This is an optimization exercise on Yosys and OpenROAD, whose aim is small area and a short achievable clock period, not a production implementation. Function was not checked in any run shown here: the RTL went through the layout flow alone. No activity file was given, so power comes from the tool's default toggle rates.

File: flow/flow/run.sh
#!/bin/bash
# Standard ORFS layout with two changes:
#  - port buffers use the smallest buffer cell (buffer_ports' default pick is clkdlybuf4s50_1);
#  - after synthesis every combinational cell starts at drive strength 1 (flow/downsize.tcl),
#    and timing repair sizes up only what the timing needs.
set -euo pipefail
export BUFFER_PORTS_ARGS="-buffer_cell sky130_fd_sc_hd__buf_1"
export POST_SYNTH_TCL="$(pwd)/flow/downsize.tcl"
bash standard.sh finish > standard_flow.log 2>&1
File: flow/flow/downsize.tcl
# Sourced after the synthesized netlist is loaded (POST_SYNTH_TCL): set every
# combinational cell to its smallest (_1) drive strength; the later timing repair
# sizes up the cells that need it. Flip-flops are left as synthesis made them.
set db [ord::get_db]
set n 0
foreach inst [[ord::get_db_block] getInsts] {
  set m [[$inst getMaster] getName]
  if {[regexp {^(sky130_fd_sc_hd__[a-z0-9]+)_([0-9]+)$} $m -> base d]} {
    if {[string match "*__df*" $base] || [string match "*__dl*" $base] || [string match "*__sdf*" $base]} { continue }
    if {$d > 1} {
      set nm [$db findMaster ${base}_1]
      if {$nm ne "NULL" && $nm ne ""} { $inst swapMaster $nm; incr n }
    }
  }
}
puts "downsize.tcl: set $n cells to drive strength 1"
File: flow/standard.sh
#!/bin/bash
# synth_recipe.tcl (not shown) runs the flow's synth.tcl, then flattens the netlist and writes it again
# the make line also repeats each setting of config.mk as NAME=value (left out here)
make -C /OpenROAD-flow-scripts/flow DESIGN_CONFIG=/design/flow/config.mk WORK_HOME=/design/flow/orfs CLKGATE_MAP_FILE= SYNTH_SCRIPT=/design/flow/synth_recipe.tcl "${@:-finish}"
File: flow/config.mk
export PLATFORM = sky130hd
export DESIGN_NAME = PE
export DESIGN_NICKNAME = PE
export VERILOG_FILES = /design/flow/design.v
export SDC_FILE = /design/flow/constraint.sdc
export NUM_CORES = 4
export LEC_CHECK = 0
export CAP_MARGIN = 20
export CORE_MARGIN = 2
export CORE_UTILIZATION = 40
export CTS_BUF_LIST = sky130_fd_sc_hd__clkbuf_8
export PLACE_DENSITY = 0.6
export SETUP_SLACK_MARGIN = 3.4
export SLEW_MARGIN = 20
export SYNTH_HIERARCHICAL = 1
export SYNTH_MINIMUM_KEEP_SIZE = 0
File: flow/constraint.sdc
create_clock -name core_clock -period 8.0 [get_ports {clk}]
set_input_delay 1.6000 -clock core_clock [delete_from_list [all_inputs] [get_ports {clk}]]
set_output_delay 1.6000 -clock core_clock [all_outputs]
set_load 0.01 [all_outputs]
File: flow/design.v
module PE (
    input  wire               clk,
    input  wire               rst,
    input  wire               en,
    input  wire               mode_residual,
    input  wire signed [15:0] input_data,
    input  wire signed [15:0] weight_data,
    input  wire signed [15:0] residual_data,
    output reg  signed [15:0] output_data,
    output wire               input_sparse,
    output wire               weight_sparse,
    output wire               computation_skipped,
    output reg         [15:0] sparse_count,
    output reg         [15:0] total_count
);
    assign input_sparse  = (input_data[15:4] == 12'h000) |
                           ((input_data[15:4] == 12'hfff) & (input_data[3:0] != 4'h0));
    assign weight_sparse = (weight_data[15:4] == 12'h000) |
                           ((weight_data[15:4] == 12'hfff) & (weight_data[3:0] != 4'h0));
    assign computation_skipped = input_sparse | weight_sparse;
    wire mac = en & ~computation_skipped;
    reg  [15:0] acc_s;
    reg  [15:0] acc_c;
    reg         acc_x;
    wire pp_0_0;    
    nd2 u_pp0_0 (.a(input_data[0]), .b(weight_data[0]), .y(pp_0_0));
    wire pp_0_1;    
    nd2 u_pp0_1 (.a(input_data[0]), .b(weight_data[1]), .y(pp_0_1));
    wire pp_0_2;    
    nd2 u_pp0_2 (.a(input_data[0]), .b(weight_data[2]), .y(pp_0_2));
    wire pp_0_3;    
    nd2 u_pp0_3 (.a(input_data[0]), .b(weight_data[3]), .y(pp_0_3));
    wire pp_0_4;    
    nd2 u_pp0_4 (.a(input_data[0]), .b(weight_data[4]), .y(pp_0_4));
    wire pp_0_5;    
    nd2 u_pp0_5 (.a(input_data[0]), .b(weight_data[5]), .y(pp_0_5));
    wire pp_0_6;    
    nd2 u_pp0_6 (.a(input_data[0]), .b(weight_data[6]), .y(pp_0_6));
    wire pp_0_7;    
    nd2 u_pp0_7 (.a(input_data[0]), .b(weight_data[7]), .y(pp_0_7));
    wire pp_0_8;    
    nd2 u_pp0_8 (.a(input_data[0]), .b(weight_data[8]), .y(pp_0_8));
    wire pp_0_9;    
    nd2 u_pp0_9 (.a(input_data[0]), .b(weight_data[9]), .y(pp_0_9));
    wire pp_0_10;    
    nd2 u_pp0_10 (.a(input_data[0]), .b(weight_data[10]), .y(pp_0_10));
    wire pp_0_11;    
    nd2 u_pp0_11 (.a(input_data[0]), .b(weight_data[11]), .y(pp_0_11));
    wire pp_0_12;    
    nd2 u_pp0_12 (.a(input_data[0]), .b(weight_data[12]), .y(pp_0_12));
    wire pp_0_13;    
    nd2 u_pp0_13 (.a(input_data[0]), .b(weight_data[13]), .y(pp_0_13));
    wire pp_0_14;    
    nd2 u_pp0_14 (.a(input_data[0]), .b(weight_data[14]), .y(pp_0_14));
    wire pp_0_15;    
    nd2 u_pp0_15 (.a(input_data[0]), .b(weight_data[15]), .y(pp_0_15));
    wire pp_1_0;    
    nd2 u_pp1_0 (.a(input_data[1]), .b(weight_data[0]), .y(pp_1_0));
    wire pp_1_1;    
    nd2 u_pp1_1 (.a(input_data[1]), .b(weight_data[1]), .y(pp_1_1));
    wire pp_1_2;    
    nd2 u_pp1_2 (.a(input_data[1]), .b(weight_data[2]), .y(pp_1_2));
    wire pp_1_3;    
    nd2 u_pp1_3 (.a(input_data[1]), .b(weight_data[3]), .y(pp_1_3));
    wire pp_1_4;    
    nd2 u_pp1_4 (.a(input_data[1]), .b(weight_data[4]), .y(pp_1_4));
    wire pp_1_5;    
    nd2 u_pp1_5 (.a(input_data[1]), .b(weight_data[5]), .y(pp_1_5));
    wire pp_1_6;    
    nd2 u_pp1_6 (.a(input_data[1]), .b(weight_data[6]), .y(pp_1_6));
    wire pp_1_7;    
    nd2 u_pp1_7 (.a(input_data[1]), .b(weight_data[7]), .y(pp_1_7));
    wire pp_1_8;    
    nd2 u_pp1_8 (.a(input_data[1]), .b(weight_data[8]), .y(pp_1_8));
    wire pp_1_9;    
    nd2 u_pp1_9 (.a(input_data[1]), .b(weight_data[9]), .y(pp_1_9));
    wire pp_1_10;    
    nd2 u_pp1_10 (.a(input_data[1]), .b(weight_data[10]), .y(pp_1_10));
    wire pp_1_11;    
    nd2 u_pp1_11 (.a(input_data[1]), .b(weight_data[11]), .y(pp_1_11));
    wire pp_1_12;    
    nd2 u_pp1_12 (.a(input_data[1]), .b(weight_data[12]), .y(pp_1_12));
    wire pp_1_13;    
    nd2 u_pp1_13 (.a(input_data[1]), .b(weight_data[13]), .y(pp_1_13));
    wire pp_1_14;    
    nd2 u_pp1_14 (.a(input_data[1]), .b(weight_data[14]), .y(pp_1_14));
    wire pp_2_0;    
    nd2 u_pp2_0 (.a(input_data[2]), .b(weight_data[0]), .y(pp_2_0));
    wire pp_2_1;    
    nd2 u_pp2_1 (.a(input_data[2]), .b(weight_data[1]), .y(pp_2_1));
    wire pp_2_2;    
    nd2 u_pp2_2 (.a(input_data[2]), .b(weight_data[2]), .y(pp_2_2));
    wire pp_2_3;    
    nd2 u_pp2_3 (.a(input_data[2]), .b(weight_data[3]), .y(pp_2_3));
    wire pp_2_4;    
    nd2 u_pp2_4 (.a(input_data[2]), .b(weight_data[4]), .y(pp_2_4));
    wire pp_2_5;    
    nd2 u_pp2_5 (.a(input_data[2]), .b(weight_data[5]), .y(pp_2_5));
    wire pp_2_6;    
    nd2 u_pp2_6 (.a(input_data[2]), .b(weight_data[6]), .y(pp_2_6));
    wire pp_2_7;    
    nd2 u_pp2_7 (.a(input_data[2]), .b(weight_data[7]), .y(pp_2_7));
    wire pp_2_8;    
    nd2 u_pp2_8 (.a(input_data[2]), .b(weight_data[8]), .y(pp_2_8));
    wire pp_2_9;    
    nd2 u_pp2_9 (.a(input_data[2]), .b(weight_data[9]), .y(pp_2_9));
    wire pp_2_10;    
    nd2 u_pp2_10 (.a(input_data[2]), .b(weight_data[10]), .y(pp_2_10));
    wire pp_2_11;    
    nd2 u_pp2_11 (.a(input_data[2]), .b(weight_data[11]), .y(pp_2_11));
    wire pp_2_12;    
    nd2 u_pp2_12 (.a(input_data[2]), .b(weight_data[12]), .y(pp_2_12));
    wire pp_2_13;    
    nd2 u_pp2_13 (.a(input_data[2]), .b(weight_data[13]), .y(pp_2_13));
    wire pp_3_0;    
    nd2 u_pp3_0 (.a(input_data[3]), .b(weight_data[0]), .y(pp_3_0));
    wire pp_3_1;    
    nd2 u_pp3_1 (.a(input_data[3]), .b(weight_data[1]), .y(pp_3_1));
    wire pp_3_2;    
    nd2 u_pp3_2 (.a(input_data[3]), .b(weight_data[2]), .y(pp_3_2));
    wire pp_3_3;    
    nd2 u_pp3_3 (.a(input_data[3]), .b(weight_data[3]), .y(pp_3_3));
    wire pp_3_4;    
    nd2 u_pp3_4 (.a(input_data[3]), .b(weight_data[4]), .y(pp_3_4));
    wire pp_3_5;    
    nd2 u_pp3_5 (.a(input_data[3]), .b(weight_data[5]), .y(pp_3_5));
    wire pp_3_6;    
    nd2 u_pp3_6 (.a(input_data[3]), .b(weight_data[6]), .y(pp_3_6));
    wire pp_3_7;    
    nd2 u_pp3_7 (.a(input_data[3]), .b(weight_data[7]), .y(pp_3_7));
    wire pp_3_8;    
    nd2 u_pp3_8 (.a(input_data[3]), .b(weight_data[8]), .y(pp_3_8));
    wire pp_3_9;    
    nd2 u_pp3_9 (.a(input_data[3]), .b(weight_data[9]), .y(pp_3_9));
    wire pp_3_10;    
    nd2 u_pp3_10 (.a(input_data[3]), .b(weight_data[10]), .y(pp_3_10));
    wire pp_3_11;    
    nd2 u_pp3_11 (.a(input_data[3]), .b(weight_data[11]), .y(pp_3_11));
    wire pp_3_12;    
    nd2 u_pp3_12 (.a(input_data[3]), .b(weight_data[12]), .y(pp_3_12));
    wire pp_4_0;    
    nd2 u_pp4_0 (.a(input_data[4]), .b(weight_data[0]), .y(pp_4_0));
    wire pp_4_1;    
    nd2 u_pp4_1 (.a(input_data[4]), .b(weight_data[1]), .y(pp_4_1));
    wire pp_4_2;    
    nd2 u_pp4_2 (.a(input_data[4]), .b(weight_data[2]), .y(pp_4_2));
    wire pp_4_3;    
    nd2 u_pp4_3 (.a(input_data[4]), .b(weight_data[3]), .y(pp_4_3));
    wire pp_4_4;    
    nd2 u_pp4_4 (.a(input_data[4]), .b(weight_data[4]), .y(pp_4_4));
    wire pp_4_5;    
    nd2 u_pp4_5 (.a(input_data[4]), .b(weight_data[5]), .y(pp_4_5));
    wire pp_4_6;    
    nd2 u_pp4_6 (.a(input_data[4]), .b(weight_data[6]), .y(pp_4_6));
    wire pp_4_7;    
    nd2 u_pp4_7 (.a(input_data[4]), .b(weight_data[7]), .y(pp_4_7));
    wire pp_4_8;    
    nd2 u_pp4_8 (.a(input_data[4]), .b(weight_data[8]), .y(pp_4_8));
    wire pp_4_9;    
    nd2 u_pp4_9 (.a(input_data[4]), .b(weight_data[9]), .y(pp_4_9));
    wire pp_4_10;    
    nd2 u_pp4_10 (.a(input_data[4]), .b(weight_data[10]), .y(pp_4_10));
    wire pp_4_11;    
    nd2 u_pp4_11 (.a(input_data[4]), .b(weight_data[11]), .y(pp_4_11));
    wire pp_5_0;    
    nd2 u_pp5_0 (.a(input_data[5]), .b(weight_data[0]), .y(pp_5_0));
    wire pp_5_1;    
    nd2 u_pp5_1 (.a(input_data[5]), .b(weight_data[1]), .y(pp_5_1));
    wire pp_5_2;    
    nd2 u_pp5_2 (.a(input_data[5]), .b(weight_data[2]), .y(pp_5_2));
    wire pp_5_3;    
    nd2 u_pp5_3 (.a(input_data[5]), .b(weight_data[3]), .y(pp_5_3));
    wire pp_5_4;    
    nd2 u_pp5_4 (.a(input_data[5]), .b(weight_data[4]), .y(pp_5_4));
    wire pp_5_5;    
    nd2 u_pp5_5 (.a(input_data[5]), .b(weight_data[5]), .y(pp_5_5));
    wire pp_5_6;    
    nd2 u_pp5_6 (.a(input_data[5]), .b(weight_data[6]), .y(pp_5_6));
    wire pp_5_7;    
    nd2 u_pp5_7 (.a(input_data[5]), .b(weight_data[7]), .y(pp_5_7));
    wire pp_5_8;    
    nd2 u_pp5_8 (.a(input_data[5]), .b(weight_data[8]), .y(pp_5_8));
    wire pp_5_9;    
    nd2 u_pp5_9 (.a(input_data[5]), .b(weight_data[9]), .y(pp_5_9));
    wire pp_5_10;    
    nd2 u_pp5_10 (.a(input_data[5]), .b(weight_data[10]), .y(pp_5_10));
    wire pp_6_0;    
    nd2 u_pp6_0 (.a(input_data[6]), .b(weight_data[0]), .y(pp_6_0));
    wire pp_6_1;    
    nd2 u_pp6_1 (.a(input_data[6]), .b(weight_data[1]), .y(pp_6_1));
    wire pp_6_2;    
    nd2 u_pp6_2 (.a(input_data[6]), .b(weight_data[2]), .y(pp_6_2));
    wire pp_6_3;    
    nd2 u_pp6_3 (.a(input_data[6]), .b(weight_data[3]), .y(pp_6_3));
    wire pp_6_4;    
    nd2 u_pp6_4 (.a(input_data[6]), .b(weight_data[4]), .y(pp_6_4));
    wire pp_6_5;    
    nd2 u_pp6_5 (.a(input_data[6]), .b(weight_data[5]), .y(pp_6_5));
    wire pp_6_6;    
    nd2 u_pp6_6 (.a(input_data[6]), .b(weight_data[6]), .y(pp_6_6));
    wire pp_6_7;    
    nd2 u_pp6_7 (.a(input_data[6]), .b(weight_data[7]), .y(pp_6_7));
    wire pp_6_8;    
    nd2 u_pp6_8 (.a(input_data[6]), .b(weight_data[8]), .y(pp_6_8));
    wire pp_6_9;    
    nd2 u_pp6_9 (.a(input_data[6]), .b(weight_data[9]), .y(pp_6_9));
    wire pp_7_0;    
    nd2 u_pp7_0 (.a(input_data[7]), .b(weight_data[0]), .y(pp_7_0));
    wire pp_7_1;    
    nd2 u_pp7_1 (.a(input_data[7]), .b(weight_data[1]), .y(pp_7_1));
    wire pp_7_2;    
    nd2 u_pp7_2 (.a(input_data[7]), .b(weight_data[2]), .y(pp_7_2));
    wire pp_7_3;    
    nd2 u_pp7_3 (.a(input_data[7]), .b(weight_data[3]), .y(pp_7_3));
    wire pp_7_4;    
    nd2 u_pp7_4 (.a(input_data[7]), .b(weight_data[4]), .y(pp_7_4));
    wire pp_7_5;    
    nd2 u_pp7_5 (.a(input_data[7]), .b(weight_data[5]), .y(pp_7_5));
    wire pp_7_6;    
    nd2 u_pp7_6 (.a(input_data[7]), .b(weight_data[6]), .y(pp_7_6));
    wire pp_7_7;    
    nd2 u_pp7_7 (.a(input_data[7]), .b(weight_data[7]), .y(pp_7_7));
    wire pp_7_8;    
    nd2 u_pp7_8 (.a(input_data[7]), .b(weight_data[8]), .y(pp_7_8));
    wire pp_8_0;    
    nd2 u_pp8_0 (.a(input_data[8]), .b(weight_data[0]), .y(pp_8_0));
    wire pp_8_1;    
    nd2 u_pp8_1 (.a(input_data[8]), .b(weight_data[1]), .y(pp_8_1));
    wire pp_8_2;    
    nd2 u_pp8_2 (.a(input_data[8]), .b(weight_data[2]), .y(pp_8_2));
    wire pp_8_3;    
    nd2 u_pp8_3 (.a(input_data[8]), .b(weight_data[3]), .y(pp_8_3));
    wire pp_8_4;    
    nd2 u_pp8_4 (.a(input_data[8]), .b(weight_data[4]), .y(pp_8_4));
    wire pp_8_5;    
    nd2 u_pp8_5 (.a(input_data[8]), .b(weight_data[5]), .y(pp_8_5));
    wire pp_8_6;    
    nd2 u_pp8_6 (.a(input_data[8]), .b(weight_data[6]), .y(pp_8_6));
    wire pp_8_7;    
    nd2 u_pp8_7 (.a(input_data[8]), .b(weight_data[7]), .y(pp_8_7));
    wire pp_9_0;    
    nd2 u_pp9_0 (.a(input_data[9]), .b(weight_data[0]), .y(pp_9_0));
    wire pp_9_1;    
    nd2 u_pp9_1 (.a(input_data[9]), .b(weight_data[1]), .y(pp_9_1));
    wire pp_9_2;    
    nd2 u_pp9_2 (.a(input_data[9]), .b(weight_data[2]), .y(pp_9_2));
    wire pp_9_3;    
    nd2 u_pp9_3 (.a(input_data[9]), .b(weight_data[3]), .y(pp_9_3));
    wire pp_9_4;    
    nd2 u_pp9_4 (.a(input_data[9]), .b(weight_data[4]), .y(pp_9_4));
    wire pp_9_5;    
    nd2 u_pp9_5 (.a(input_data[9]), .b(weight_data[5]), .y(pp_9_5));
    wire pp_9_6;    
    nd2 u_pp9_6 (.a(input_data[9]), .b(weight_data[6]), .y(pp_9_6));
    wire pp_10_0;    
    nd2 u_pp10_0 (.a(input_data[10]), .b(weight_data[0]), .y(pp_10_0));
    wire pp_10_1;    
    nd2 u_pp10_1 (.a(input_data[10]), .b(weight_data[1]), .y(pp_10_1));
    wire pp_10_2;    
    nd2 u_pp10_2 (.a(input_data[10]), .b(weight_data[2]), .y(pp_10_2));
    wire pp_10_3;    
    nd2 u_pp10_3 (.a(input_data[10]), .b(weight_data[3]), .y(pp_10_3));
    wire pp_10_4;    
    nd2 u_pp10_4 (.a(input_data[10]), .b(weight_data[4]), .y(pp_10_4));
    wire pp_10_5;    
    nd2 u_pp10_5 (.a(input_data[10]), .b(weight_data[5]), .y(pp_10_5));
    wire pp_11_0;    
    nd2 u_pp11_0 (.a(input_data[11]), .b(weight_data[0]), .y(pp_11_0));
    wire pp_11_1;    
    nd2 u_pp11_1 (.a(input_data[11]), .b(weight_data[1]), .y(pp_11_1));
    wire pp_11_2;    
    nd2 u_pp11_2 (.a(input_data[11]), .b(weight_data[2]), .y(pp_11_2));
    wire pp_11_3;    
    nd2 u_pp11_3 (.a(input_data[11]), .b(weight_data[3]), .y(pp_11_3));
    wire pp_11_4;    
    nd2 u_pp11_4 (.a(input_data[11]), .b(weight_data[4]), .y(pp_11_4));
    wire pp_12_0;    
    nd2 u_pp12_0 (.a(input_data[12]), .b(weight_data[0]), .y(pp_12_0));
    wire pp_12_1;    
    nd2 u_pp12_1 (.a(input_data[12]), .b(weight_data[1]), .y(pp_12_1));
    wire pp_12_2;    
    nd2 u_pp12_2 (.a(input_data[12]), .b(weight_data[2]), .y(pp_12_2));
    wire pp_12_3;    
    nd2 u_pp12_3 (.a(input_data[12]), .b(weight_data[3]), .y(pp_12_3));
    wire pp_13_0;    
    nd2 u_pp13_0 (.a(input_data[13]), .b(weight_data[0]), .y(pp_13_0));
    wire pp_13_1;    
    nd2 u_pp13_1 (.a(input_data[13]), .b(weight_data[1]), .y(pp_13_1));
    wire pp_13_2;    
    nd2 u_pp13_2 (.a(input_data[13]), .b(weight_data[2]), .y(pp_13_2));
    wire pp_14_0;    
    nd2 u_pp14_0 (.a(input_data[14]), .b(weight_data[0]), .y(pp_14_0));
    wire pp_14_1;    
    nd2 u_pp14_1 (.a(input_data[14]), .b(weight_data[1]), .y(pp_14_1));
    wire pp_15_0;    
    nd2 u_pp15_0 (.a(input_data[15]), .b(weight_data[0]), .y(pp_15_0));
    wire hs0, hc0;
    xn2 u_hs0 (.a(acc_cn[11]), .b(acc_sn[11]), .y(hs0));
    or2m u_hc0 (.a(acc_cn[11]), .b(acc_sn[11]), .y(hc0));
    wire fs0, fc0;
    fa u_fa0 (.a(acc_cn[12]), .b(acc_sn[12]), .c(pp_0_12), .s(fs0), .co(fc0));
    wire hs1, hc1;
    xn2 u_hs1 (.a(pp_10_2), .b(pp_11_1), .y(hs1));
    or2m u_hc1 (.a(pp_10_2), .b(pp_11_1), .y(hc1));
    wire fs1, fc1;
    fa u_fa1 (.a(acc_cn[13]), .b(acc_sn[13]), .c(pp_0_13), .s(fs1), .co(fc1));
    wire fs2, fc2;
    fa u_fa2 (.a(pp_10_3), .b(pp_11_2), .c(pp_12_1), .s(fs2), .co(fc2));
    wire hs2, hc2;
    xn2 u_hs2 (.a(pp_13_0), .b(pp_1_12), .y(hs2));
    or2m u_hc2 (.a(pp_13_0), .b(pp_1_12), .y(hc2));
    wire fs3, fc3;
    fa u_fa3 (.a(acc_cn[14]), .b(acc_sn[14]), .c(pp_0_14), .s(fs3), .co(fc3));
    wire fs4, fc4;
    fa u_fa4 (.a(pp_10_4), .b(pp_11_3), .c(pp_12_2), .s(fs4), .co(fc4));
    wire fs5, fc5;
    fa u_fa5 (.a(pp_13_1), .b(pp_14_0), .c(pp_1_13), .s(fs5), .co(fc5));
    wire hs3, hc3;
    xn2 u_hs3 (.a(pp_2_12), .b(pp_3_11), .y(hs3));
    or2m u_hc3 (.a(pp_2_12), .b(pp_3_11), .y(hc3));
    wire fs6, fc6;
    fa u_fa6 (.a(acc_cn[7]), .b(acc_sn[7]), .c(acc_xn), .s(fs6), .co(fc6));
    wire fs7, fc7;
    fa u_fa7 (.a(acc_cn[8]), .b(acc_sn[8]), .c(pp_0_8), .s(fs7), .co(fc7));
    wire hs4, hc4;
    xn2 u_hs4 (.a(pp_1_7), .b(pp_2_6), .y(hs4));
    or2m u_hc4 (.a(pp_1_7), .b(pp_2_6), .y(hc4));
    wire fs8, fc8;
    fa u_fa8 (.a(acc_cn[9]), .b(acc_sn[9]), .c(pp_0_9), .s(fs8), .co(fc8));
    wire fs9, fc9;
    fa u_fa9 (.a(pp_1_8), .b(pp_2_7), .c(pp_3_6), .s(fs9), .co(fc9));
    wire hs5, hc5;
    xn2 u_hs5 (.a(pp_4_5), .b(pp_5_4), .y(hs5));
    or2m u_hc5 (.a(pp_4_5), .b(pp_5_4), .y(hc5));
    wire fs10, fc10;
    fa u_fa10 (.a(acc_cn[10]), .b(acc_sn[10]), .c(pp_0_10), .s(fs10), .co(fc10));
    wire fs11, fc11;
    fa u_fa11 (.a(pp_10_0), .b(pp_1_9), .c(pp_2_8), .s(fs11), .co(fc11));
    wire fs12, fc12;
    fa u_fa12 (.a(pp_3_7), .b(pp_4_6), .c(pp_5_5), .s(fs12), .co(fc12));
    wire hs6, hc6;
    xn2 u_hs6 (.a(pp_6_4), .b(pp_7_3), .y(hs6));
    or2m u_hc6 (.a(pp_6_4), .b(pp_7_3), .y(hc6));
    wire fs13, fc13;
    fa u_fa13 (.a(hs0), .b(pp_0_11), .c(pp_10_1), .s(fs13), .co(fc13));
    wire fs14, fc14;
    fa u_fa14 (.a(pp_11_0), .b(pp_1_10), .c(pp_2_9), .s(fs14), .co(fc14));
    wire fs15, fc15;
    fa u_fa15 (.a(pp_3_8), .b(pp_4_7), .c(pp_5_6), .s(fs15), .co(fc15));
    wire fs16, fc16;
    fa u_fa16 (.a(pp_6_5), .b(pp_7_4), .c(pp_8_3), .s(fs16), .co(fc16));
    wire fs17, fc17;
    fa u_fa17 (.a(hc0), .b(pp_12_0), .c(pp_1_11), .s(fs17), .co(fc17));
    wire fs18, fc18;
    fa u_fa18 (.a(pp_2_10), .b(pp_3_9), .c(pp_4_8), .s(fs18), .co(fc18));
    wire fs19, fc19;
    fa u_fa19 (.a(pp_5_7), .b(pp_6_6), .c(pp_7_5), .s(fs19), .co(fc19));
    wire fs20, fc20;
    fa u_fa20 (.a(pp_8_4), .b(pp_9_3), .c(hs1), .s(fs20), .co(fc20));
    wire fs21, fc21;
    fa u_fa21 (.a(pp_2_11), .b(pp_3_10), .c(pp_4_9), .s(fs21), .co(fc21));
    wire fs22, fc22;
    fa u_fa22 (.a(pp_5_8), .b(pp_6_7), .c(pp_7_6), .s(fs22), .co(fc22));
    wire fs23, fc23;
    fa u_fa23 (.a(pp_8_5), .b(pp_9_4), .c(hc1), .s(fs23), .co(fc23));
    wire fs24, fc24;
    fa u_fa24 (.a(hs2), .b(fc0), .c(fs1), .s(fs24), .co(fc24));
    wire fs25, fc25;
    fa u_fa25 (.a(pp_4_10), .b(pp_5_9), .c(pp_6_8), .s(fs25), .co(fc25));
    wire fs26, fc26;
    fa u_fa26 (.a(pp_7_7), .b(pp_8_6), .c(pp_9_5), .s(fs26), .co(fc26));
    wire fs27, fc27;
    fa u_fa27 (.a(hc2), .b(hs3), .c(fc1), .s(fs27), .co(fc27));
    wire fs28, fc28;
    fa u_fa28 (.a(fc2), .b(fs3), .c(fs4), .s(fs28), .co(fc28));
    wire hs7, hc7;
    xn2 u_hs7 (.a(acc_sn[5]), .b(pp_0_5), .y(hs7));
    or2m u_hc7 (.a(acc_sn[5]), .b(pp_0_5), .y(hc7));
    wire fs29, fc29;
    fa u_fa29 (.a(acc_sn[6]), .b(pp_0_6), .c(pp_1_5), .s(fs29), .co(fc29));
    wire hs8, hc8;
    xn2 u_hs8 (.a(pp_2_4), .b(pp_3_3), .y(hs8));
    or2m u_hc8 (.a(pp_2_4), .b(pp_3_3), .y(hc8));
    wire fs30, fc30;
    fa u_fa30 (.a(fs6), .b(pp_0_7), .c(pp_1_6), .s(fs30), .co(fc30));
    wire fs31, fc31;
    fa u_fa31 (.a(pp_2_5), .b(pp_3_4), .c(pp_4_3), .s(fs31), .co(fc31));
    wire hs9, hc9;
    xn2 u_hs9 (.a(pp_5_2), .b(pp_6_1), .y(hs9));
    or2m u_hc9 (.a(pp_5_2), .b(pp_6_1), .y(hc9));
    wire fs32, fc32;
    fa u_fa32 (.a(fc6), .b(pp_3_5), .c(pp_4_4), .s(fs32), .co(fc32));
    wire fs33, fc33;
    fa u_fa33 (.a(pp_5_3), .b(pp_6_2), .c(pp_7_1), .s(fs33), .co(fc33));
    wire fs34, fc34;
    fa u_fa34 (.a(pp_8_0), .b(hs4), .c(fs7), .s(fs34), .co(fc34));
    wire fs35, fc35;
    fa u_fa35 (.a(pp_6_3), .b(pp_7_2), .c(pp_8_1), .s(fs35), .co(fc35));
    wire fs36, fc36;
    fa u_fa36 (.a(pp_9_0), .b(hc4), .c(hs5), .s(fs36), .co(fc36));
    wire fs37, fc37;
    fa u_fa37 (.a(fc7), .b(fs8), .c(fs9), .s(fs37), .co(fc37));
    wire fs38, fc38;
    fa u_fa38 (.a(pp_8_2), .b(pp_9_1), .c(hc5), .s(fs38), .co(fc38));
    wire fs39, fc39;
    fa u_fa39 (.a(hs6), .b(fc8), .c(fc9), .s(fs39), .co(fc39));
    wire fs40, fc40;
    fa u_fa40 (.a(fs10), .b(fs11), .c(fs12), .s(fs40), .co(fc40));
    wire fs41, fc41;
    fa u_fa41 (.a(pp_9_2), .b(hc6), .c(fc10), .s(fs41), .co(fc41));
    wire fs42, fc42;
    fa u_fa42 (.a(fc11), .b(fc12), .c(fs13), .s(fs42), .co(fc42));
    wire fs43, fc43;
    fa u_fa43 (.a(fs14), .b(fs15), .c(fs16), .s(fs43), .co(fc43));
    wire fs44, fc44;
    fa u_fa44 (.a(fc13), .b(fc14), .c(fc15), .s(fs44), .co(fc44));
    wire fs45, fc45;
    fa u_fa45 (.a(fc16), .b(fs0), .c(fs17), .s(fs45), .co(fc45));
    wire fs46, fc46;
    fa u_fa46 (.a(fs18), .b(fs19), .c(fs20), .s(fs46), .co(fc46));
    wire fs47, fc47;
    fa u_fa47 (.a(fc17), .b(fc18), .c(fc19), .s(fs47), .co(fc47));
    wire fs48, fc48;
    fa u_fa48 (.a(fs2), .b(fs21), .c(fs22), .s(fs48), .co(fc48));
    wire fs49, fc49;
    fa u_fa49 (.a(fc20), .b(fs23), .c(fs24), .s(fs49), .co(fc49));
    wire fs50, fc50;
    fa u_fa50 (.a(fc21), .b(fc22), .c(fs25), .s(fs50), .co(fc50));
    wire fs51, fc51;
    fa u_fa51 (.a(fs26), .b(fs5), .c(fc23), .s(fs51), .co(fc51));
    wire fs52, fc52;
    fa u_fa52 (.a(fc24), .b(fs27), .c(fs28), .s(fs52), .co(fc52));
    wire hs10, hc10;
    xn2 u_hs10 (.a(acc_sn[3]), .b(pp_0_3), .y(hs10));
    or2m u_hc10 (.a(acc_sn[3]), .b(pp_0_3), .y(hc10));
    wire fs53, fc53;
    fa u_fa53 (.a(acc_sn[4]), .b(pp_0_4), .c(pp_1_3), .s(fs53), .co(fc53));
    wire hs11, hc11;
    xn2 u_hs11 (.a(pp_2_2), .b(pp_3_1), .y(hs11));
    or2m u_hc11 (.a(pp_2_2), .b(pp_3_1), .y(hc11));
    wire fs54, fc54;
    fa u_fa54 (.a(pp_1_4), .b(pp_2_3), .c(pp_3_2), .s(fs54), .co(fc54));
    wire fs55, fc55;
    fa u_fa55 (.a(pp_4_1), .b(pp_5_0), .c(hs7), .s(fs55), .co(fc55));
    wire fs56, fc56;
    fa u_fa56 (.a(pp_4_2), .b(pp_5_1), .c(pp_6_0), .s(fs56), .co(fc56));
    wire fs57, fc57;
    fa u_fa57 (.a(hc7), .b(hs8), .c(fs29), .s(fs57), .co(fc57));
    wire fs58, fc58;
    fa u_fa58 (.a(pp_7_0), .b(hc8), .c(hs9), .s(fs58), .co(fc58));
    wire fs59, fc59;
    fa u_fa59 (.a(fc29), .b(fs30), .c(fs31), .s(fs59), .co(fc59));
    wire fs60, fc60;
    fa u_fa60 (.a(hc9), .b(fc30), .c(fc31), .s(fs60), .co(fc60));
    wire fs61, fc61;
    fa u_fa61 (.a(fs32), .b(fs33), .c(fs34), .s(fs61), .co(fc61));
    wire fs62, fc62;
    fa u_fa62 (.a(fc32), .b(fc33), .c(fs35), .s(fs62), .co(fc62));
    wire fs63, fc63;
    fa u_fa63 (.a(fs36), .b(fc34), .c(fs37), .s(fs63), .co(fc63));
    wire fs64, fc64;
    fa u_fa64 (.a(fc35), .b(fc36), .c(fs38), .s(fs64), .co(fc64));
    wire fs65, fc65;
    fa u_fa65 (.a(fc37), .b(fs39), .c(fs40), .s(fs65), .co(fc65));
    wire fs66, fc66;
    fa u_fa66 (.a(fc38), .b(fc39), .c(fc40), .s(fs66), .co(fc66));
    wire fs67, fc67;
    fa u_fa67 (.a(fs41), .b(fs42), .c(fs43), .s(fs67), .co(fc67));
    wire fs68, fc68;
    fa u_fa68 (.a(fc41), .b(fc42), .c(fc43), .s(fs68), .co(fc68));
    wire fs69, fc69;
    fa u_fa69 (.a(fs44), .b(fs45), .c(fs46), .s(fs69), .co(fc69));
    wire fs70, fc70;
    fa u_fa70 (.a(fc44), .b(fc45), .c(fs47), .s(fs70), .co(fc70));
    wire fs71, fc71;
    fa u_fa71 (.a(fs48), .b(fc46), .c(fs49), .s(fs71), .co(fc71));
    wire fs72, fc72;
    fa u_fa72 (.a(fc47), .b(fc48), .c(fs50), .s(fs72), .co(fc72));
    wire fs73, fc73;
    fa u_fa73 (.a(fs51), .b(fc49), .c(fs52), .s(fs73), .co(fc73));
    wire hs12, hc12;
    xn2 u_hs12 (.a(acc_sn[2]), .b(pp_0_2), .y(hs12));
    or2m u_hc12 (.a(acc_sn[2]), .b(pp_0_2), .y(hc12));
    wire fs74, fc74;
    fa u_fa74 (.a(pp_1_2), .b(pp_2_1), .c(pp_3_0), .s(fs74), .co(fc74));
    wire fs75, fc75;
    fa u_fa75 (.a(pp_4_0), .b(hc10), .c(hs11), .s(fs75), .co(fc75));
    wire fs76, fc76;
    fa u_fa76 (.a(hc11), .b(fc53), .c(fs54), .s(fs76), .co(fc76));
    wire fs77, fc77;
    fa u_fa77 (.a(fc54), .b(fs56), .c(fc55), .s(fs77), .co(fc77));
    wire fs78, fc78;
    fa u_fa78 (.a(fc56), .b(fs58), .c(fc57), .s(fs78), .co(fc78));
    wire fs79, fc79;
    fa u_fa79 (.a(fc58), .b(fc59), .c(fs60), .s(fs79), .co(fc79));
    wire fs80, fc80;
    fa u_fa80 (.a(fc60), .b(fs62), .c(fc61), .s(fs80), .co(fc80));
    wire fs81, fc81;
    fa u_fa81 (.a(fc62), .b(fs64), .c(fc63), .s(fs81), .co(fc81));
    wire fs82, fc82;
    fa u_fa82 (.a(fc64), .b(fc65), .c(fs66), .s(fs82), .co(fc82));
    wire fs83, fc83;
    fa u_fa83 (.a(fc66), .b(fc67), .c(fs68), .s(fs83), .co(fc83));
    wire fs84, fc84;
    fa u_fa84 (.a(fc68), .b(fs70), .c(fc69), .s(fs84), .co(fc84));
    wire fs85, fc85;
    fa u_fa85 (.a(fc70), .b(fs72), .c(fc71), .s(fs85), .co(fc85));
    wire hs13, hc13;
    xn2 u_hs13 (.a(acc_sn[1]), .b(pp_0_1), .y(hs13));
    or2m u_hc13 (.a(acc_sn[1]), .b(pp_0_1), .y(hc13));
    wire fs86, fc86;
    fa u_fa86 (.a(pp_1_1), .b(pp_2_0), .c(hs12), .s(fs86), .co(fc86));
    wire fs87, fc87;
    fa u_fa87 (.a(hc12), .b(hs10), .c(fs74), .s(fs87), .co(fc87));
    wire fs88, fc88;
    fa u_fa88 (.a(fc74), .b(fs53), .c(fs75), .s(fs88), .co(fc88));
    wire fs89, fc89;
    fa u_fa89 (.a(fc75), .b(fs55), .c(fs76), .s(fs89), .co(fc89));
    wire fs90, fc90;
    fa u_fa90 (.a(fc76), .b(fs57), .c(fs77), .s(fs90), .co(fc90));
    wire fs91, fc91;
    fa u_fa91 (.a(fs59), .b(fc77), .c(fs78), .s(fs91), .co(fc91));
    wire fs92, fc92;
    fa u_fa92 (.a(fc78), .b(fs79), .c(fs61), .s(fs92), .co(fc92));
    wire fs93, fc93;
    fa u_fa93 (.a(fc79), .b(fs63), .c(fs80), .s(fs93), .co(fc93));
    wire fs94, fc94;
    fa u_fa94 (.a(fs65), .b(fc80), .c(fs81), .s(fs94), .co(fc94));
    wire fs95, fc95;
    fa u_fa95 (.a(fs67), .b(fc81), .c(fs82), .s(fs95), .co(fc95));
    wire fs96, fc96;
    fa u_fa96 (.a(fs69), .b(fc82), .c(fs83), .s(fs96), .co(fc96));
    wire fs97, fc97;
    fa u_fa97 (.a(fc83), .b(fs71), .c(fs84), .s(fs97), .co(fc97));
    wire fs98, fc98;
    fa u_fa98 (.a(fs73), .b(fc84), .c(fs85), .s(fs98), .co(fc98));
    wire xs0;
    xo2 u_xo0 (.a(acc_cn[15]), .b(acc_sn[15]), .y(xs0));
    wire xs1;
    xo2 u_xo1 (.a(xs0), .b(pp_0_15), .y(xs1));
    wire xs2;
    xo2 u_xo2 (.a(pp_10_5), .b(pp_11_4), .y(xs2));
    wire xs3;
    xo2 u_xo3 (.a(pp_12_3), .b(pp_13_2), .y(xs3));
    wire xs4;
    xo2 u_xo4 (.a(pp_14_1), .b(pp_15_0), .y(xs4));
    wire xs5;
    xo2 u_xo5 (.a(pp_1_14), .b(pp_2_13), .y(xs5));
    wire xs6;
    xo2 u_xo6 (.a(pp_3_12), .b(pp_4_11), .y(xs6));
    wire xs7;
    xo2 u_xo7 (.a(pp_5_10), .b(pp_6_9), .y(xs7));
    wire xs8;
    xo2 u_xo8 (.a(pp_7_8), .b(pp_8_7), .y(xs8));
    wire xs9;
    xo2 u_xo9 (.a(pp_9_6), .b(xs1), .y(xs9));
    wire xs10;
    xo2 u_xo10 (.a(xs2), .b(xs3), .y(xs10));
    wire xs11;
    xo2 u_xo11 (.a(xs4), .b(xs5), .y(xs11));
    wire xs12;
    xo2 u_xo12 (.a(xs6), .b(xs7), .y(xs12));
    wire xs13;
    xo2 u_xo13 (.a(xs8), .b(hc3), .y(xs13));
    wire xs14;
    xo2 u_xo14 (.a(fc25), .b(fc26), .y(xs14));
    wire xs15;
    xo2 u_xo15 (.a(fc3), .b(fc4), .y(xs15));
    wire xs16;
    xo2 u_xo16 (.a(fc5), .b(xs10), .y(xs16));
    wire xs17;
    xo2 u_xo17 (.a(xs11), .b(xs12), .y(xs17));
    wire xs18;
    xo2 u_xo18 (.a(xs9), .b(xs13), .y(xs18));
    wire xs19;
    xo2 u_xo19 (.a(xs14), .b(xs15), .y(xs19));
    wire xs20;
    xo2 u_xo20 (.a(xs16), .b(xs17), .y(xs20));
    wire xs21;
    xo2 u_xo21 (.a(xs18), .b(fc27), .y(xs21));
    wire xs22;
    xo2 u_xo22 (.a(xs19), .b(xs20), .y(xs22));
    wire xs23;
    xo2 u_xo23 (.a(fc28), .b(fc50), .y(xs23));
    wire xs24;
    xo2 u_xo24 (.a(xs21), .b(xs22), .y(xs24));
    wire xs25;
    xo2 u_xo25 (.a(fc51), .b(xs23), .y(xs25));
    wire xs26;
    xo2 u_xo26 (.a(xs24), .b(xs25), .y(xs26));
    wire xs27;
    xo2 u_xo27 (.a(fc52), .b(fc72), .y(xs27));
    wire xs28;
    xo2 u_xo28 (.a(xs26), .b(xs27), .y(xs28));
    wire xs29;
    xo2 u_xo29 (.a(xs28), .b(fc73), .y(xs29));
    wire xs30;
    xn2 u_xo30 (.a(xs29), .b(fc85), .y(xs30));
    wire hs14, hc14;
    xn2 u_hs14 (.a(acc_sn[0]), .b(pp_0_0), .y(hs14));
    or2m u_hc14 (.a(acc_sn[0]), .b(pp_0_0), .y(hc14));
    wire fs99, fc99;
    fa u_fa99 (.a(pp_1_0), .b(hc14), .c(hs13), .s(fs99), .co(fc99));
    wire fs100, fc100;
    fa u_fa100 (.a(hc13), .b(fc99), .c(fs86), .s(fs100), .co(fc100));
    wire fs101, fc101;
    fa u_fa101 (.a(fc86), .b(fs87), .c(fc100), .s(fs101), .co(fc101));
    wire fs102, fc102;
    fa u_fa102 (.a(fc87), .b(fs88), .c(fc101), .s(fs102), .co(fc102));
    wire fs103, fc103;
    fa u_fa103 (.a(fc88), .b(fs89), .c(fc102), .s(fs103), .co(fc103));
    wire fs104, fc104;
    fa u_fa104 (.a(fc89), .b(fs90), .c(fc103), .s(fs104), .co(fc104));
    wire [15:0] row0 = {xs30, fc97, fc96, fc95, fc94, fc93, fc92, fc91, fc90, fs104, fs103, fs102, fs101, fs100, fs99, hs14};
    wire [15:0] row1 = {fc98, fs98, fs97, fs96, fs95, fs94, fs93, fs92, fs91, 1'b0, 1'b0, 1'b0, 1'b0, 1'b0, 1'b0, 1'b0};
    wire        rowx = fc104;    
    wire [15:0] res_g = residual_data & {16{mode_residual}};
    wire hs15, hc15;
    ha u_ha15 (.a(acc_c[7]), .b(acc_s[7]), .s(hs15), .co(hc15));
    wire hs16, hc16;
    ha u_ha16 (.a(acc_c[8]), .b(acc_s[8]), .s(hs16), .co(hc16));
    wire hs17, hc17;
    ha u_ha17 (.a(acc_c[9]), .b(acc_s[9]), .s(hs17), .co(hc17));
    wire hs18, hc18;
    ha u_ha18 (.a(acc_c[10]), .b(acc_s[10]), .s(hs18), .co(hc18));
    wire hs19, hc19;
    ha u_ha19 (.a(acc_c[11]), .b(acc_s[11]), .s(hs19), .co(hc19));
    wire hs20, hc20;
    ha u_ha20 (.a(acc_c[12]), .b(acc_s[12]), .s(hs20), .co(hc20));
    wire hs21, hc21;
    ha u_ha21 (.a(acc_c[13]), .b(acc_s[13]), .s(hs21), .co(hc21));
    wire hs22, hc22;
    ha u_ha22 (.a(acc_c[14]), .b(acc_s[14]), .s(hs22), .co(hc22));
    wire hs23, hc23;
    ha u_ha23 (.a(acc_x), .b(hs15), .s(hs23), .co(hc23));
    wire fs105, fc105;
    fa u_fa105 (.a(hc15), .b(hs16), .c(res_g[8]), .s(fs105), .co(fc105));
    wire fs106, fc106;
    fa u_fa106 (.a(hc16), .b(hs17), .c(res_g[9]), .s(fs106), .co(fc106));
    wire fs107, fc107;
    fa u_fa107 (.a(hc17), .b(hs18), .c(res_g[10]), .s(fs107), .co(fc107));
    wire fs108, fc108;
    fa u_fa108 (.a(hc18), .b(hs19), .c(res_g[11]), .s(fs108), .co(fc108));
    wire fs109, fc109;
    fa u_fa109 (.a(hc19), .b(hs20), .c(res_g[12]), .s(fs109), .co(fc109));
    wire fs110, fc110;
    fa u_fa110 (.a(hc20), .b(hs21), .c(res_g[13]), .s(fs110), .co(fc110));
    wire fs111, fc111;
    fa u_fa111 (.a(hc21), .b(hs22), .c(res_g[14]), .s(fs111), .co(fc111));
    wire xs31;
    xo2 u_xo31 (.a(acc_c[15]), .b(acc_s[15]), .y(xs31));
    wire xs32;
    xo2 u_xo32 (.a(xs31), .b(hc22), .y(xs32));
    wire xs33;
    xo2 u_xo33 (.a(res_g[15]), .b(xs32), .y(xs33));
    wire xs34;
    xo2 u_xo34 (.a(xs33), .b(fc111), .y(xs34));
    wire [15:0] out0 = {xs34, fc110, fc109, fc108, fc107, fc106, fc105, hc23, res_g[7], acc_s[6], acc_s[5], acc_s[4], acc_s[3], acc_s[2], acc_s[1], acc_s[0]};
    wire [15:0] out1 = {1'b0, fs111, fs110, fs109, fs108, fs107, fs106, fs105, hs23, res_g[6], res_g[5], res_g[4], res_g[3], res_g[2], res_g[1], res_g[0]};
    wire [15:0] out_nx = out0 + out1;
    wire [15:0] acc_s_d, acc_c_d, out_d;
    wire [15:0] acc_sn = ~acc_s;
    wire [15:0] acc_cn = ~acc_c;
    wire acc_xn = ~acc_x;
    mx2i u_ms0 (.s(mac), .a1(row0[0]), .a0(acc_sn[0]), .y(acc_s_d[0]));
    mx2i u_ms1 (.s(mac), .a1(row0[1]), .a0(acc_sn[1]), .y(acc_s_d[1]));
    mx2i u_ms2 (.s(mac), .a1(row0[2]), .a0(acc_sn[2]), .y(acc_s_d[2]));
    mx2i u_ms3 (.s(mac), .a1(row0[3]), .a0(acc_sn[3]), .y(acc_s_d[3]));
    mx2i u_ms4 (.s(mac), .a1(row0[4]), .a0(acc_sn[4]), .y(acc_s_d[4]));
    mx2i u_ms5 (.s(mac), .a1(row0[5]), .a0(acc_sn[5]), .y(acc_s_d[5]));
    mx2i u_ms6 (.s(mac), .a1(row0[6]), .a0(acc_sn[6]), .y(acc_s_d[6]));
    mx2i u_ms7 (.s(mac), .a1(row0[7]), .a0(acc_sn[7]), .y(acc_s_d[7]));
    mx2i u_ms8 (.s(mac), .a1(row0[8]), .a0(acc_sn[8]), .y(acc_s_d[8]));
    mx2i u_ms9 (.s(mac), .a1(row0[9]), .a0(acc_sn[9]), .y(acc_s_d[9]));
    mx2i u_ms10 (.s(mac), .a1(row0[10]), .a0(acc_sn[10]), .y(acc_s_d[10]));
    mx2i u_ms11 (.s(mac), .a1(row0[11]), .a0(acc_sn[11]), .y(acc_s_d[11]));
    mx2i u_ms12 (.s(mac), .a1(row0[12]), .a0(acc_sn[12]), .y(acc_s_d[12]));
    mx2i u_ms13 (.s(mac), .a1(row0[13]), .a0(acc_sn[13]), .y(acc_s_d[13]));
    mx2i u_ms14 (.s(mac), .a1(row0[14]), .a0(acc_sn[14]), .y(acc_s_d[14]));
    mx2i u_ms15 (.s(mac), .a1(row0[15]), .a0(acc_sn[15]), .y(acc_s_d[15]));
    mx2i u_mc7 (.s(mac), .a1(row1[7]), .a0(acc_cn[7]), .y(acc_c_d[7]));
    mx2i u_mc8 (.s(mac), .a1(row1[8]), .a0(acc_cn[8]), .y(acc_c_d[8]));
    mx2i u_mc9 (.s(mac), .a1(row1[9]), .a0(acc_cn[9]), .y(acc_c_d[9]));
    mx2i u_mc10 (.s(mac), .a1(row1[10]), .a0(acc_cn[10]), .y(acc_c_d[10]));
    mx2i u_mc11 (.s(mac), .a1(row1[11]), .a0(acc_cn[11]), .y(acc_c_d[11]));
    mx2i u_mc12 (.s(mac), .a1(row1[12]), .a0(acc_cn[12]), .y(acc_c_d[12]));
    mx2i u_mc13 (.s(mac), .a1(row1[13]), .a0(acc_cn[13]), .y(acc_c_d[13]));
    mx2i u_mc14 (.s(mac), .a1(row1[14]), .a0(acc_cn[14]), .y(acc_c_d[14]));
    mx2i u_mc15 (.s(mac), .a1(row1[15]), .a0(acc_cn[15]), .y(acc_c_d[15]));
    wire acc_x_d;
    mx2i u_mx (.s(mac), .a1(rowx), .a0(acc_xn), .y(acc_x_d));
    mx2 u_mo0 (.s(en), .a1(out_nx[0]), .a0(output_data[0]), .y(out_d[0]));
    mx2 u_mo1 (.s(en), .a1(out_nx[1]), .a0(output_data[1]), .y(out_d[1]));
    mx2 u_mo2 (.s(en), .a1(out_nx[2]), .a0(output_data[2]), .y(out_d[2]));
    mx2 u_mo3 (.s(en), .a1(out_nx[3]), .a0(output_data[3]), .y(out_d[3]));
    mx2 u_mo4 (.s(en), .a1(out_nx[4]), .a0(output_data[4]), .y(out_d[4]));
    mx2 u_mo5 (.s(en), .a1(out_nx[5]), .a0(output_data[5]), .y(out_d[5]));
    mx2 u_mo6 (.s(en), .a1(out_nx[6]), .a0(output_data[6]), .y(out_d[6]));
    mx2 u_mo7 (.s(en), .a1(out_nx[7]), .a0(output_data[7]), .y(out_d[7]));
    mx2 u_mo8 (.s(en), .a1(out_nx[8]), .a0(output_data[8]), .y(out_d[8]));
    mx2 u_mo9 (.s(en), .a1(out_nx[9]), .a0(output_data[9]), .y(out_d[9]));
    mx2 u_mo10 (.s(en), .a1(out_nx[10]), .a0(output_data[10]), .y(out_d[10]));
    mx2 u_mo11 (.s(en), .a1(out_nx[11]), .a0(output_data[11]), .y(out_d[11]));
    mx2 u_mo12 (.s(en), .a1(out_nx[12]), .a0(output_data[12]), .y(out_d[12]));
    mx2 u_mo13 (.s(en), .a1(out_nx[13]), .a0(output_data[13]), .y(out_d[13]));
    mx2 u_mo14 (.s(en), .a1(out_nx[14]), .a0(output_data[14]), .y(out_d[14]));
    mx2 u_mo15 (.s(en), .a1(out_nx[15]), .a0(output_data[15]), .y(out_d[15]));
    always @(posedge clk or posedge rst) begin
        if (rst) begin
            acc_s <= 16'd0;
            acc_c <= 16'd0;
            acc_x <= 1'b0;
            output_data <= 16'd0;
            sparse_count <= 16'd0;
            total_count <= 16'd0;
        end else begin
            total_count  <= total_count + {15'd0, en};
            sparse_count <= sparse_count + {15'd0, en & computation_skipped};
            acc_s <= acc_s_d;
            acc_c[7] <= acc_c_d[7];
            acc_c[8] <= acc_c_d[8];
            acc_c[9] <= acc_c_d[9];
            acc_c[10] <= acc_c_d[10];
            acc_c[11] <= acc_c_d[11];
            acc_c[12] <= acc_c_d[12];
            acc_c[13] <= acc_c_d[13];
            acc_c[14] <= acc_c_d[14];
            acc_c[15] <= acc_c_d[15];
            acc_x <= acc_x_d;
            output_data <= out_d;
        end
    end
endmodule
module fa (input wire a, input wire b, input wire c, output wire s, output wire co);
    assign s = a ^ b ^ c;
    assign co = (a & b) | (a & c) | (b & c);
endmodule
module ha (input wire a, input wire b, output wire s, output wire co);
    assign s = a ^ b;
    assign co = a & b;
endmodule
module xo2 (input wire a, input wire b, output wire y);
    assign y = a ^ b;
endmodule
module xn2 (input wire a, input wire b, output wire y);
    assign y = ~(a ^ b);
endmodule
module or2m (input wire a, input wire b, output wire y);
    assign y = a | b;
endmodule
module nd2 (input wire a, input wire b, output wire y);
    assign y = ~(a & b);
endmodule
module mx2 (input wire s, input wire a1, input wire a0, output wire y);
    assign y = s ? a1 : a0;
endmodule
module mx2i (input wire s, input wire a1, input wire a0, output wire y);
    assign y = ~(s ? a1 : a0);
endmodule
==> metrics.md, run 1 <==
| Metric | Value |
|---|---|
| Slew @ Worst Pin | `~0.93 ns` |
| FF+latch count, synth | `74` |
| Synth top cells by count | `nand2_1 (153), fa_1 (113), dfrtp_1 (74)` |
| Layout Cells excl Fill | `1,031` |
| Vias post-DR | `around 5,400` |
| Syn avg cell area | `10.6 um^2` |
| Clock Path Buffers | `2` |
| Buf/Inv on CP | `2` |
| Initial antenna violation count | `0` |
| Unrepaired setup endpoints after global routing | `true` |
| Floorplan row count | `49` |
| Post-route ant nets | `0` |
| Inserted Clock Buffers | `9` |
| Worst min-delay path class | `reg -> reg` |
| Levels on crit path | `6` |
| Req. time, crit path | `around 6.4 ns` |
| R2r worst-path depth | `8` |
| Max-cap violations | `0` |
| Power Density | `about 400 nW/um^2` |
| Initial Util | `0.406` |
| Slew HR | `0.383` |
| GR Util All Layers | `0.181` |
| FF-to-FF setup slack | `4.58 ns` |
| CP Data Arrival Time | `2.95 ns` |
| Chip width | `139 um` |
| Yosys top cell by area | `fa_1` |
| Slowest-stage cell, CP | `nor4_1` |
| Final period util | `0.569` |
| Chip Area, Yosys | `7370 um^2` |
| WL final | `16,900 um` |
| Critical path fanouts, max | `8` |
| Outcome | `timing/DRC/antenna clean` |
| Largest delay share family, worst path | `simple AND/OR/NAND/NOR gates` |
| Die area | `19,300 um^2` |
| Post-synth cell types | `41` |
| Later-pin clock latency in the skew report | `0.35 ns` |
| Global route overflow | `0` |
| IO Pins | `103` |
| Vias per cell | `just over 5` |
| Post-Synthesis Cells | `roughly 690` |
| Critical Path Most Common Cell | `buf_1` |
| Sequential cell area fraction in the yosys report | `0.251` |
| Mapped Nets | `879` |
| Post-synthesis cell area | `~7300 um^2` |
| Clk slew on worst S/H paths | `roughly 0.07 ns` |
| ANT cells | `0` |
| Setup crit end kind | `output pin` |
| Largest cells by area after synthesis | `fa_1 (31%), dfrtp_1 (25%), nand2_1 (7.8%)` |
| 1st-pass router iterations | `5` |
| CP startpoint | `weight_data[10]` |
| Total clock sinks | `74` |
| Reg2Reg Launch Point | `acc_s[13]` |
| Net count reported at finish | `992` |
| Placed instance count | `1,017` |
| Post-Route Setup TNS | `0 ns` |
| I/O Buffers | `102` |
| Largest net degree at the start of global routing | `75` |
| Area Growth Syn to Fin | `12.8%` |
| Count of final max-slew check failures | `0` |
| Asr flop ratio synth | `1.00` |
| Vias in the first global route | `5,555` |
| Fill cell count | `between 1,500 and 2,000` |
| Startpoint types | `input pin` |
| Hold path startpoint | `total_count[15]` |
| Setup-failing EPs final | `0` |
| Most frequent cell after synthesis | `nand2_1` |
| Core area | `roughly 18,000 um^2` |
| CTS H-tree depth | `3` |
| First-pass GRT wire length | `between 20,000 and 30,000 um` |
| Primary FF master, synth | `dfrtp_1` |
| Worst Skew | `between 0.01 and 0.015 ns` |
| Crit path kind | `in -> out` |
| Static Leakage | `3.42 nW` |
| Worst path cell trace | `buf_1, nand4_1, nor4_1, a31oi_2, nand2_1, buf_1` |
| Max VDD drop | `0.221 mV` |
| Share of the synthesized area in the top cell type | `0.307` |
| Final Hold Fails | `0` |
| Worst path max stage delay | `0.36 ns` |
| CTS tree | `built` |
| Starting DRT DRC Count | `~270` |
| Number of synthesized flops with an enable pin | `0` |
| Routability-driven placement congestion ratio | `~0.90` |
| HPWL after DPL | `between 10,000 and 15,000 um` |
| Period minus WS final | `4.55 ns` |
| WL per Instance | `16.4 um` |
| Crit path capture | `computation_skipped` |
| Max Clk Rate | `220 MHz` |
| Die height | `139 um` |
| Layout cell share with drive strength beyond 1 | `0.0486` |
| DR DRC count | `0` |
| Hold_buf cts | `0` |
| Ys Warns | `7` |
| R2R Path End | `acc_c[14]` |
| Root Buffer | `clkbuf_8` |
-- metal layers --
layer / part of all wire / track usage / wire, um / up-vias
met5: 0 / 0 / 0 / -
met4: 0.013 / 0.0468 / 228 / 0
met3: 0.072 / 0.0283 / 1220 / 14
met2: 0.46 / 0.286 / 7720 / 205
met1: 0.46 / 0.263 / 7740 / 2642
li1: - / - / - / 2493
-- sequential cells by signal (all words and copies together) (netlist names) --
signal / cells
acc_x: 1
acc_s: 16
total_count: 16
output_data: 16
sparse_count: 16
acc_c: 9
-- power by group --
group | switching, mW | internal [mW] | total [mW]
Combinational | 1.30 | 1.15 | 2.45
Clock | 0.136 | 0.157 | 0.292
Sequential | 0.0850 | 0.528 | 0.613
Total | 1.52 | 1.84 | 3.36
-- Yosys stat by module, one instance, submodules excluded --
module / cells inside / flip-flops and latches / times used
mx2: 1 / 0 / 16
fa: 1 / 0 / 112
xn2: 1 / 0 / 16
or2m: 1 / 0 / 15
PE: 322 / 74 / 1
mx2i: 1 / 0 / 26
ha: 1 / 0 / 9
nd2: 1 / 0 / 136
xo2: 1 / 0 / 34
-- kinds of logic after synthesis --
family	synth area share
AND/OR/NAND/NOR	0.167
flip-flops	0.251
XOR/XNOR	0.103
AO/OA/AOI/OAI	0.0365
multiplexers	0.0679
adder cells (fa/ha/maj)	0.355
buffers and inverters	0.0189
-- cell type report --
type	instances	area (um^2)	share of cell area
clock buffer	11	151	0.0184
clock inverter	3	41.3	0.00501
inverter	34	128	0.0155
multi-input combinational	575	5320	0.646
sequential	74	1850	0.225
tap	229	287	0.0348
timing repair buffer	105	455	0.0553
-- through the flow --
| step | setup slack, ns | power (mW) | utilization | hold WS, ns | instance area [um^2] |
|---|---|---|---|---|---|
| 2_1_floorplan | 3.44 | 2.56 | - | 0.507 | 7300 |
| 3_3_place_gp | 2.65 | 3.06 | 0.444 | 0.459 | 7980 |
| 6_report | 3.45 | 3.36 | 0.459 | 0.472 | 8240 |
| 4_1_cts | 3.39 | 3.42 | 0.457 | 0.475 | 8210 |
| 5_1_grt | 3.39 | 3.83 | 0.459 | 0.490 | 8240 |
| 3_5_place_dp | 2.56 | 3.12 | 0.444 | 0.461 | 7980 |
-- worst min path at each step --
stage,endpoint,slack (ns),cells past startpoint
2_1_floorplan,sparse_count[15],0.51,1
3_3_place_gp,sparse_count[15],0.46,1
3_5_place_dp,sparse_count[15],0.46,1
4_1_cts,sparse_count[15],0.48,1
5_1_grt,sparse_count[15],0.49,1
6_report,total_count[15],0.47,1
-- timing repair --
item	in CTS	in global routing
buffers inserted	0	0
setup endpoints to repair	13	5
resized for setup	24	14
-- worst reg2reg max path, delay by kind of cell (launching register included) --
family                   cells  cell delay (ns)
multiplexers                 1             0.07
adder cells (fa/ha/maj)      6             2.70
flip-flops                   1             0.39
buffers and inverters        1             0.13
-- placed cells by master, fill, tap and decap left out, types with 5 or more instances in the layout --
cell	count
a21o_1	5
a21oi_1	14
and2_1	19
and3_1	10
buf_1	82
buf_2	7
clkbuf_2	6
clkbuf_8	11
dfrtp_1	74
fa_1	113
ha_1	28
inv_1	34
mux2_1	16
mux2i_1	26
nand2_1	153
nand3_1	16
nand4_1	14
nor2_1	9
nor3_1	6
nor4_1	10
o21ai_0	7
or2_1	16
xnor2_1	44
xor2_1	43
==> inputs of run 2 (changes only) <==
--- a/flow/config.mk
+++ b/flow/config.mk
@@ -10,7 +10,7 @@
 export CORE_UTILIZATION = 40
 export CTS_BUF_LIST = sky130_fd_sc_hd__clkbuf_8
 export PLACE_DENSITY = 0.6
-export SETUP_SLACK_MARGIN = 3.4
+export SETUP_SLACK_MARGIN = 3.6
 export SLEW_MARGIN = 20
 export SYNTH_HIERARCHICAL = 1
 export SYNTH_MINIMUM_KEEP_SIZE = 0
==> metrics.md, run 2 <==
| Metric | Value |
|---|---|
| Chip width | `139 um` |
| Startpoint types | `input pin` |
| Max Clk Rate | `229 MHz` |
| R2R Path End | `acc_c[14]` |
| Area after DPL | `8000 um^2` |
| Placed instance count | `1,017` |
| Max-cap violations | `0` |
| Met1 Resource Use GR | `0.260` |
| Number of synthesized flops with an enable pin | `0` |
| Count of final max-slew check failures | `0` |
| FF-to-FF setup slack | `4.58 ns` |
| Area Growth Syn to Fin | `15.3%` |
| Syn avg cell area | `10.6 um^2` |
| Starting DRT DRC Count | `approximately 340` |
| Final period util | `0.545` |
| Reg2Reg Launch Point | `acc_c[13]` |
| Asr flop ratio synth | `1.00` |
| Vias post-DR | `5,450` |
| Final core occ | `0.469` |
| Most frequent cell after synthesis | `nand2_1` |
| Max VDD drop | `0.186 mV` |
| Global route overflow | `0` |
| WL final | `17,300 um` |
| CP Data Arrival Time | `4.59 ns` |
| DP Worst Slack | `between 2 and 3 ns` |
| Fill cell count | `1,715` |
| Share of the synthesized area in the top cell type | `0.307` |
| Hold path depth | `1` |
| Clock Path Buffers | `2` |
| Leading cell type in the layout, fill and taps excluded | `nand2_1` |
| Post-route ant nets | `0` |
| Core area | `around 18,000 um^2` |
| Root Buffer | `clkbuf_8` |
| Largest net degree at the start of global routing | `75` |
| Sequential cell area fraction in the yosys report | `0.251` |
| Slew HR | `0.373` |
| Primary FF master, synth | `dfrtp_1` |
| ANT cells | `0` |
| Yosys top cell by area | `fa_1` |
| Slew @ Worst Pin | `0.941 ns` |
| Later-pin clock latency in the skew report | `0.35 ns` |
| IO Pins | `between 100 and 150` |
| Routability-driven placement congestion ratio | `0.889` |
| Chip Area, Yosys | `7370 um^2` |
| Worst min-delay path class | `reg -> reg` |
| FF+latch count, synth | `74` |
| Synth top cells by count | `nand2_1 (153), fa_1 (113), dfrtp_1 (74)` |
| Post-Synthesis Cells | `686` |
| Ys Warns | `7` |
| 1st-pass router iterations | `5` |
| Setup crit end kind | `flop` |
| Floorplan row count | `49` |
| Die height | `139 um` |
| Layout Cells excl Fill | `1,034` |
| Unrepaired setup endpoints after global routing | `true` |
| Post-synth cell types | `41` |
| Req. time, crit path | `8.23 ns` |
| Design Area, Final | `8420 um^2` |
| Minimum hold slack | `0.470 ns` |
| Post-synthesis cell area | `7300 um^2` |
| Hold_buf cts | `0` |
| Static Leakage | `3.51 nW` |
| Inserted Clock Buffers | `9` |
| First-pass GRT wire length | `28,400 um` |
| Clk slew on worst S/H paths | `roughly 0.080 ns` |
| Hold path startpoint | `sparse_count[15]` |
| Post-Route Setup TNS | `0 ns` |
| Initial Util | `0.406` |
| Final Total Pwr | `3.43 mW` |
| R2r worst-path depth | `8` |
| GR peak layer | `met2` |
| Die area | `19,300 um^2` |
| Worst Skew | `0.0108 ns` |
| WL per Instance | `16.7 um` |
| CTS tree | `built` |
| CTS H-tree depth | `3` |
| Period minus WS final | `~4.4 ns` |
| GR Util All Layers | `0.183` |
| Hold Path End | `sparse_count[15]` |
| Vias per cell | `5.27` |
| I/O Buffers | `102` |
| Initial antenna violation count | `0` |
| Layout cell share with drive strength beyond 1 | `0.0795` |
| Mapped Nets | `879` |
| Most frequent cells in the layout | `nand2_1 (151), fa_1 (107), dfrtp_1 (74), buf_1 (73)` |
| Met3 usage | `0.0266` |
| M2 GR Usage | `0.291` |
| Final Worst Setup Slack | `between 3 and 4 ns` |
| Final Hold Fails | `0` |
| Vias in the first global route | `~5,500` |
| Outcome | `timing/DRC/antenna clean` |
| Net count reported at finish | `993` |
| Power Density | `407 nW/um^2` |
| Largest cells by area after synthesis | `fa_1 (31%), dfrtp_1 (25%), nand2_1 (7.8%)` |
| Crit path kind | `in -> reg` |
| Total clock sinks | `74` |
| DR DRC count | `0` |
| Critical path fanouts, max | `17` |
| HPWL after DPL | `13,400 um` |
| Setup-failing EPs final | `0` |
run 2: final cells by class:
class	count	area, um^2	area share
clock inverters	6	87.6	0.0104
repair buffers	106	547	0.0649
flip-flops and latches	74	1850	0.220
multi-input cells	575	5380	0.639
inverters	34	128	0.0152
clock buffers	10	138	0.0163
well taps	229	287	0.0340
run 2: cells by family (layout without fill, tap and decap cells):
logic type / count (synthesis) / after routing / synth area share
buf+inv: 37 / 156 / 0.0189
flops: 74 / 74 / 0.251
fa+ha+maj: 141 / 141 / 0.355
compound gates: 41 / 41 / 0.0365
xor+xnor: 87 / 87 / 0.103
simple gates: 264 / 264 / 0.167
mux: 42 / 42 / 0.0679
run 2: worst max path at each step:
stage | start | endpoint | slack (ns)
2_1_floorplan | input_data[0] | acc_c[14] | 3.51
3_3_place_gp | input_data[0] | acc_s[6] | 2.68
3_5_place_dp | input_data[0] | acc_s[6] | 2.58
4_1_cts | input_data[1] | acc_s[6] | 3.59
5_1_grt | weight_data[6] | computation_skipped | 3.58
6_report | input_data[0] | acc_c[14] | 3.64
run 2: Yosys stat by module (local to each module, per instance):
module	times used	area [um^2]	cells	flops+latches
PE	1	3470	322	74
mx2i	26	10.0	1	0
fa	112	20.0	1	0
xo2	34	8.76	1	0
nd2	136	3.75	1	0
mx2	16	15.0	1	0
xn2	16	8.76	1	0
or2m	15	6.26	1	0
ha	9	12.5	1	0
run 2: timing repair:
item	in CTS	in global routing
endpoints found under the setup margin	19	10
resized for setup	47	36
pin swaps	0	3
endpoints found under the hold margin	0	0
buffers inserted	1	0
run 2: routing by layer:
metal  share of wire  wire length (um)  vias up
met2            0.47              8200      215
met4           0.020               348        0
met3           0.068              1170       24
met5               0                 0        -
met1            0.44              7590     2712
li1                -                 -     2499
run 2: power by group:
group,internal (mW),total (mW),switching [mW]
sequential,0.528,0.613,0.0854
clock,0.185,0.332,0.147
combinational,1.17,2.49,1.32
total,1.88,3.43,1.55
run 2: critical path, stage by stage:
cell     delay (ns)
buf_8          0.15
nand2_4        0.06
fa_1           0.46
fa_1           0.52
fa_1           0.43
fa_2           0.35
fa_1           0.45
fa_1           0.49
mux2i_1        0.07

## what the ideal ports hide
The flow's constraints put no driver on any port. The routed layouts listed below were extracted and timed again, unchanged, in two steps. Step 1 sets driving cells, clkbuf_16 on the clock port and buf_2 on the other inputs (assumed; they add their load-dependent delay and slew). Step 2 times the ports against the registers' clock, not the clock port: input delays grow and output delays shrink by t, the midpoint of the rising clock arrivals with the driver on. Three values: no drivers, after step 1, after step 2; two values: the first two.
run	shift t [ns]	setup WS [ns]	worst data-port slew with drivers (ns)
run 1	0.383	3.449 / 3.420 / 3.116	0.06
run 2	0.382	3.636 / 3.616 / 3.234	0.06
After both steps setup and hold are still met in every run listed. For run 2, which loses most, drivers alone change the setup slack by -0.020 ns; drivers and shift together by -0.402 ns.
